This is an optimization exercise on Yosys and OpenROAD, whose aim is small area, not a production implementation.
Only simulation tests tie the RTL to the original design; equivalence was not proved.
Power figures rest on the tool's default switching activity, not on a simulated workload.

// regfile
module regfile(
    input clk,  
    input rst_n,  
    input [4:0] rs1_id,  
    input [4:0] rs2_id,  
    output wire [31:0] rs1_data,  
    output wire [31:0] rs2_data,  
    input [4:0] rd_id,  
    input [31:0] rd_data  
    );
    reg [31:0] data[31:1];
    reg [31:1] valid;
    reg phase;
    always @(posedge clk or negedge rst_n) begin
        if (!rst_n)
            phase <= 1'b0;
        else
            phase <= ~phase;
    end
    wire [31:0] dn = rd_data ^ {32{phase}};
    wire [31:1] we, keep;
    genvar i, b;
    generate
        for (i = 1; i < 32; i = i + 1) begin : g_reg
            assign we[i] = (rd_id == i);
            assign keep[i] = (rd_id != i);
            wire [31:0] nxt;
            for (b = 0; b < 32; b = b + 1) begin : g_bit
                regfile_hold u(.q(data[i][b]), .we(we[i]), .dn(dn[b]),
                               .keep(keep[i]), .y(nxt[b]));
            end
            always @(posedge clk) begin
                data[i] <= nxt;
            end
            always @(posedge clk or negedge rst_n) begin
                if (!rst_n)
                    valid[i] <= 1'b0;
                else if (we[i])
                    valid[i] <= 1'b1;
            end
        end
    endgenerate
  ...
For scale: about 3300 cells after synthesis, roughly 1000 flip-flops, about 38000 sq um of cells after synthesis.
==> flow/config.mk <==
export PLATFORM = sky130hd
export DESIGN_NAME = regfile
export DESIGN_NICKNAME = regfile
export VERILOG_FILES = /design/flow/design.v
export SDC_FILE = /design/flow/constraint.sdc
export NUM_CORES = 8
export LEC_CHECK = 0
export CAP_MARGIN = 10
export CORE_MARGIN = 2
export CORE_UTILIZATION = 45
export SETUP_SLACK_MARGIN = 0
export SLEW_MARGIN = 10
export SYNTH_HIERARCHICAL = 1
==> flow/constraint.sdc <==
create_clock -name core_clock -period 6.0 [get_ports {clk}]
set_input_delay 1.2000 -clock core_clock [delete_from_list [all_inputs] [get_ports {clk}]]
set_output_delay 1.2000 -clock core_clock [all_outputs]
set_load 0.01 [all_outputs]
standard.sh (not shown) runs the stock make flow with config.mk's settings and CLKGATE_MAP_FILE= SYNTH_SCRIPT=/design/flow/synth_recipe.tcl, a recipe that flattens the netlist after the stock synthesis.
==> flow/flow/run.sh <==
#!/bin/bash
# The standard layout (standard.sh) with extra ORFS variables:
# - CTS without dummy loads, clkbuf_8 leaf buffers in clusters of up to 16 sinks
# - the smallest buffer cell for the port buffers
export CTS_ARGS="-sink_clustering_enable -repair_clock_nets -dont_use_dummy_load -buf_list sky130_fd_sc_hd__clkbuf_8 -sink_clustering_size 16 -sink_clustering_max_diameter 60"
export BUFFER_PORTS_ARGS="-buffer_cell sky130_fd_sc_hd__buf_1"
bash standard.sh > standard.log 2>&1
Then changed:
--- a/flow/config.mk
+++ b/flow/config.mk
@@ -8 +8 @@
-export CAP_MARGIN = 10
+export CAP_MARGIN = 25
@@ -12 +12 @@
-export SLEW_MARGIN = 10
+export SLEW_MARGIN = 15
Cell count does not change.
Final area stays the same.
Die area does not change.
Via count does not change.
Sequential cell count does not change.

The RTL this note starts from:
==> flow/design.v <==
module regfile_aoi222(
    input a1, input a2, input b1, input b2, input c1, input c2,
    output y
    );
    assign y = ~((a1 & a2) | (b1 & b2) | (c1 & c2));
endmodule
module regfile_ao2111(
    input a1, input a2, input b1, input c1, input d1,
    output y
    );
    assign y = (a1 & a2) | b1 | c1 | d1;
endmodule
module regfile_xor(
    input a, input b,
    output y
    );
    assign y = a ^ b;
endmodule
module regfile_inv(
    input a,
    output y
    );
    assign y = ~a;
endmodule
module regfile_nand2(
    input a, input b,
    output y
    );
    assign y = ~(a & b);
endmodule
module regfile_nand3(
    input a, input b, input c,
    output y
    );
    assign y = ~(a & b & c);
endmodule
module regfile_predec(
    input [4:0] id,
    output [3:0] hi,
    output [7:0] lo
    );
    wire [4:0] idn;
    genvar k;
    generate
        for (k = 0; k < 5; k = k + 1) begin : g_n
            regfile_inv u(.a(id[k]), .y(idn[k]));
        end
        for (k = 0; k < 4; k = k + 1) begin : g_hi
            wire n;
            regfile_nand2 u_n(.a(k[0] ? id[3] : idn[3]), .b(k[1] ? id[4] : idn[4]), .y(n));
            regfile_inv u_i(.a(n), .y(hi[k]));
        end
        for (k = 0; k < 8; k = k + 1) begin : g_lo
            wire n;
            regfile_nand3 u_n(.a(k[0] ? id[0] : idn[0]), .b(k[1] ? id[1] : idn[1]),
                              .c(k[2] ? id[2] : idn[2]), .y(n));
            regfile_inv u_i(.a(n), .y(lo[k]));
        end
    endgenerate
endmodule
module regfile_hold(
    input q, input we, input dn, input keep,
    output y
    );
    assign y = ~((q | we) & (dn | keep));
endmodule
module regfile_rdmux(
    input [31:1] sel,
    input [31:1] d,
    input flip,
    output y
    );
    wire [9:0] g;
    genvar j;
    generate
        for (j = 0; j < 10; j = j + 1) begin : g_grp
            regfile_aoi222 u(
                .a1(sel[3*j+1]), .a2(d[3*j+1]),
                .b1(sel[3*j+2]), .b2(d[3*j+2]),
                .c1(sel[3*j+3]), .c2(d[3*j+3]),
                .y(g[j]));
        end
    endgenerate
    wire h0 = ~(&g[3:0]);
    wire h1 = ~(&g[7:4]);
    wire h2 = ~(&g[9:8]);
    wire m;
    regfile_ao2111 u_or(.a1(sel[31]), .a2(d[31]), .b1(h0), .c1(h1), .d1(h2), .y(m));
    regfile_xor u_x(.a(m), .b(flip), .y(y));
endmodule
module regfile(
    input clk,  
    input rst_n,  
    input [4:0] rs1_id,  
    input [4:0] rs2_id,  
    output wire [31:0] rs1_data,  
    output wire [31:0] rs2_data,  
    input [4:0] rd_id,  
    input [31:0] rd_data  
    );
    reg [31:0] data[31:1];
    reg [31:1] valid;
    reg phase;
    always @(posedge clk or negedge rst_n) begin
        if (!rst_n)
            phase <= 1'b0;
        else
            phase <= ~phase;
    end
    genvar i, b;
    wire phase_n;
    regfile_inv u_pn(.a(phase), .y(phase_n));
    wire [31:0] dn;
    generate
        for (b = 0; b < 32; b = b + 1) begin : g_dn
            wire x;
            regfile_xor u_x(.a(rd_data[b]), .b(phase_n), .y(x));
            regfile_inv u(.a(x), .y(dn[b]));
        end
    endgenerate
    wire [3:0] wr_hi = 4'b1 << rd_id[4:3];
    wire [7:0] wr_lo = 8'b1 << rd_id[2:0];
    wire [3:0] r1_hi, r2_hi;
    wire [7:0] r1_lo, r2_lo;
    regfile_predec u_pd1(.id(rs1_id), .hi(r1_hi), .lo(r1_lo));
    regfile_predec u_pd2(.id(rs2_id), .hi(r2_hi), .lo(r2_lo));
    wire [31:1] we, keep;
    generate
        for (i = 1; i < 32; i = i + 1) begin : g_reg
            regfile_nand2 u_k(.a(wr_hi[i / 8]), .b(wr_lo[i % 8]), .y(keep[i]));
            regfile_inv u_w(.a(keep[i]), .y(we[i]));
            wire [31:0] nxt;
            for (b = 0; b < 32; b = b + 1) begin : g_bit
                regfile_hold u(.q(data[i][b]), .we(we[i]), .dn(dn[b]),
                               .keep(keep[i]), .y(nxt[b]));
            end
            always @(posedge clk) begin
                data[i] <= nxt;
            end
            always @(posedge clk or negedge rst_n) begin
                if (!rst_n)
                    valid[i] <= 1'b0;
                else if (we[i])
                    valid[i] <= 1'b1;
            end
        end
    endgenerate
    wire [31:1] sel1, sel2;
    wire [31:1] nsel1, nsel2;
    generate
        for (i = 1; i < 32; i = i + 1) begin : g_sel
            regfile_nand3 u_n1(.a(r1_hi[i / 8]), .b(r1_lo[i % 8]), .c(valid[i]), .y(nsel1[i]));
            regfile_nand3 u_n2(.a(r2_hi[i / 8]), .b(r2_lo[i % 8]), .c(valid[i]), .y(nsel2[i]));
            regfile_inv u_s1(.a(nsel1[i]), .y(sel1[i]));
            regfile_inv u_s2(.a(nsel2[i]), .y(sel2[i]));
        end
    endgenerate
    wire flip1, flip2;
    wire nflip1 = ~(phase & ~(&nsel1));
    wire nflip2 = ~(phase & ~(&nsel2));
    regfile_inv u_f1(.a(nflip1), .y(flip1));
    regfile_inv u_f2(.a(nflip2), .y(flip2));
    generate
        for (b = 0; b < 32; b = b + 1) begin : g_rd
            wire [31:1] col;
            for (i = 1; i < 32; i = i + 1) begin : g_col
                assign col[i] = data[i][b];
            end
            regfile_rdmux u1(.sel(sel1), .d(col), .flip(flip1), .y(rs1_data[b]));
            regfile_rdmux u2(.sel(sel2), .d(col), .flip(flip2), .y(rs2_data[b]));
        end
    endgenerate
endmodule
clock: 6.0 ns
lec_check: 0
cap_margin: 10
core_margin: 2
core_utilization: 55
gpl_timing_driven: 0
place_density: 0.9
setup_slack_margin: 0.25
slew_margin: 10
synth_hierarchical: 1
==> flow/flow/run.sh <==
#!/bin/bash
# The standard layout (standard.sh) with extra ORFS variables:
# - CTS without dummy loads, clkbuf_8 leaf buffers in clusters of up to 17 sinks,
#   clkbuf_4 at the root
# - the smallest buffer cell for the port buffers
# - the inverters that drive the long lines sized for their load before
#   repair_design (flow/presize.tcl), so that they are not buffered
export CTS_ARGS="-sink_clustering_enable -repair_clock_nets -dont_use_dummy_load -buf_list sky130_fd_sc_hd__clkbuf_8 -root_buf sky130_fd_sc_hd__clkbuf_4 -sink_clustering_size 17 -sink_clustering_max_diameter 60"
export BUFFER_PORTS_ARGS="-buffer_cell sky130_fd_sc_hd__buf_1"
export PRE_RESIZE_TCL=$PWD/flow/presize.tcl
bash standard.sh "$@" > standard.log 2>&1
==> flow/flow/presize.tcl <==
# Size the inverters and nand2s that drive the long lines (PRE_RESIZE_TCL):
# pick the smallest cell of the same kind whose max capacitance covers the
# placed load with a margin, so that repair_design does not buffer them.
uplevel #0 {
  estimate_parasitics -placement
  set presize_scene [sta::cmd_scene]
  set presize_cells(inv) {
    {sky130_fd_sc_hd__inv_2 0.331}
    {sky130_fd_sc_hd__inv_4 0.563}
    {sky130_fd_sc_hd__inv_6 0.783}
    {sky130_fd_sc_hd__inv_8 1.035}
    {sky130_fd_sc_hd__inv_12 1.417}
  }
  set presize_cells(nand2) {
    {sky130_fd_sc_hd__nand2_1 0.167}
    {sky130_fd_sc_hd__nand2_2 0.296}
    {sky130_fd_sc_hd__nand2_4 0.530}
    {sky130_fd_sc_hd__nand2_8 0.934}
  }
  set presize_n 0
  foreach inst [get_cells *] {
    set m [get_property $inst ref_name]
    if {$m eq "sky130_fd_sc_hd__inv_1" || $m eq "sky130_fd_sc_hd__inv_2"} {
      set kind inv
    } elseif {$m eq "sky130_fd_sc_hd__nand2_1"} {
      set kind nand2
    } else {
      continue
    }
    set pin [get_pins -of_objects $inst -filter "direction==output"]
    set net [get_nets -of_objects $pin]
    set c [expr {[sta::Net_capacitance $net $presize_scene max] * 1e12}]
    foreach cand $presize_cells($kind) {
      lassign $cand cell cmax
      if {$c <= 0.75 * $cmax} {
        if {$cell ne $m} { replace_cell $inst $cell; incr presize_n }
        break
      }
    }
  }
  puts "presize: resized $presize_n drivers"
}
Rerun with:
--- a/flow/flow/run.sh
+++ b/flow/flow/run.sh
@@ -3,2 +3 @@
-# - CTS without dummy loads, clkbuf_8 leaf buffers in clusters of up to 17 sinks,
-#   clkbuf_4 at the root
+# - CTS without dummy loads, clkbuf_8 leaf buffers in clusters of up to 18 sinks
@@ -8 +7 @@
-export CTS_ARGS="-sink_clustering_enable -repair_clock_nets -dont_use_dummy_load -buf_list sky130_fd_sc_hd__clkbuf_8 -root_buf sky130_fd_sc_hd__clkbuf_4 -sink_clustering_size 17 -sink_clustering_max_diameter 60"
+export CTS_ARGS="-sink_clustering_enable -repair_clock_nets -dont_use_dummy_load -buf_list sky130_fd_sc_hd__clkbuf_8 -sink_clustering_size 18 -sink_clustering_max_diameter 55"
--- a/flow/config.mk
+++ b/flow/config.mk
@@ -10 +10 @@
-export CORE_UTILIZATION = 55
+export CORE_UTILIZATION = 50
@@ -12 +12 @@
-export PLACE_DENSITY = 0.9
+export PLACE_DENSITY = 0.85
The changed run produced a clean layout; design area is higher by 0.44%; first-iteration DRC count falls by 8.8%; wire length came out higher by 1.7%; total power rises by 0.76%; die area goes up by 9.8%.
Rerun with:
--- a/flow/flow/run.sh
+++ b/flow/flow/run.sh
@@ -3 +3,2 @@
-# - CTS without dummy loads, clkbuf_8 leaf buffers in clusters of up to 18 sinks
+# - CTS without dummy loads, clkbuf_8 leaf buffers in clusters of up to 17 sinks,
+#   clkbuf_4 at the root
@@ -7 +8 @@
-export CTS_ARGS="-sink_clustering_enable -repair_clock_nets -dont_use_dummy_load -buf_list sky130_fd_sc_hd__clkbuf_8 -sink_clustering_size 18 -sink_clustering_max_diameter 55"
+export CTS_ARGS="-sink_clustering_enable -repair_clock_nets -dont_use_dummy_load -buf_list sky130_fd_sc_hd__clkbuf_8 -root_buf sky130_fd_sc_hd__clkbuf_4 -sink_clustering_size 17 -sink_clustering_max_diameter 60"
Effect: Core utilization hardly moves; die area stays the same; first-iteration DRC count shrinks by 3.4%; count of clock-buffer cells in the layout stays the same; flip-flop and latch count does not change; final area hardly moves; clock power decreases by about 3%; power drops by 0.78%.

[port drivers added, routing unchanged]
The results above use ideal ports. As a check the final layouts listed here were re-extracted and re-timed, cells and wires unchanged.
Step 1 sets driving cells, clkbuf_16 on the clock port and buf_2 on the other inputs (assumed; they add their load-dependent delay and slew).
Step 2, shift: input delay + t, output delay - t, t = (earliest + latest rising clock arrival at the registers) / 2. This alone moves slack from input paths to output paths.
Three values: ideal, step 1, step 2; two values: the first two.
run	shift t [ns]	setup WS [ns]	latest minus earliest clock arrival (ns)
the first run of note 1	0.780	0.273 / 0.243 / 0.243	0.081 / 0.081
the second run of note 1	0.780	0.273 / 0.243 / 0.243	0.081 / 0.081
the first run of note 2	0.962	0.476 / 0.443 / 0.443	0.099 / 0.098
the second run of note 2	0.765	0.389 / 0.358 / 0.358	0.110 / 0.110
the third run of note 2	0.983	0.333 / 0.302 / 0.302	0.066 / 0.067
After both steps setup and hold are still met in every run listed. For the first run of note 2, which loses most, drivers alone change the setup slack by -0.033 ns; drivers and shift together by -0.033 ns.
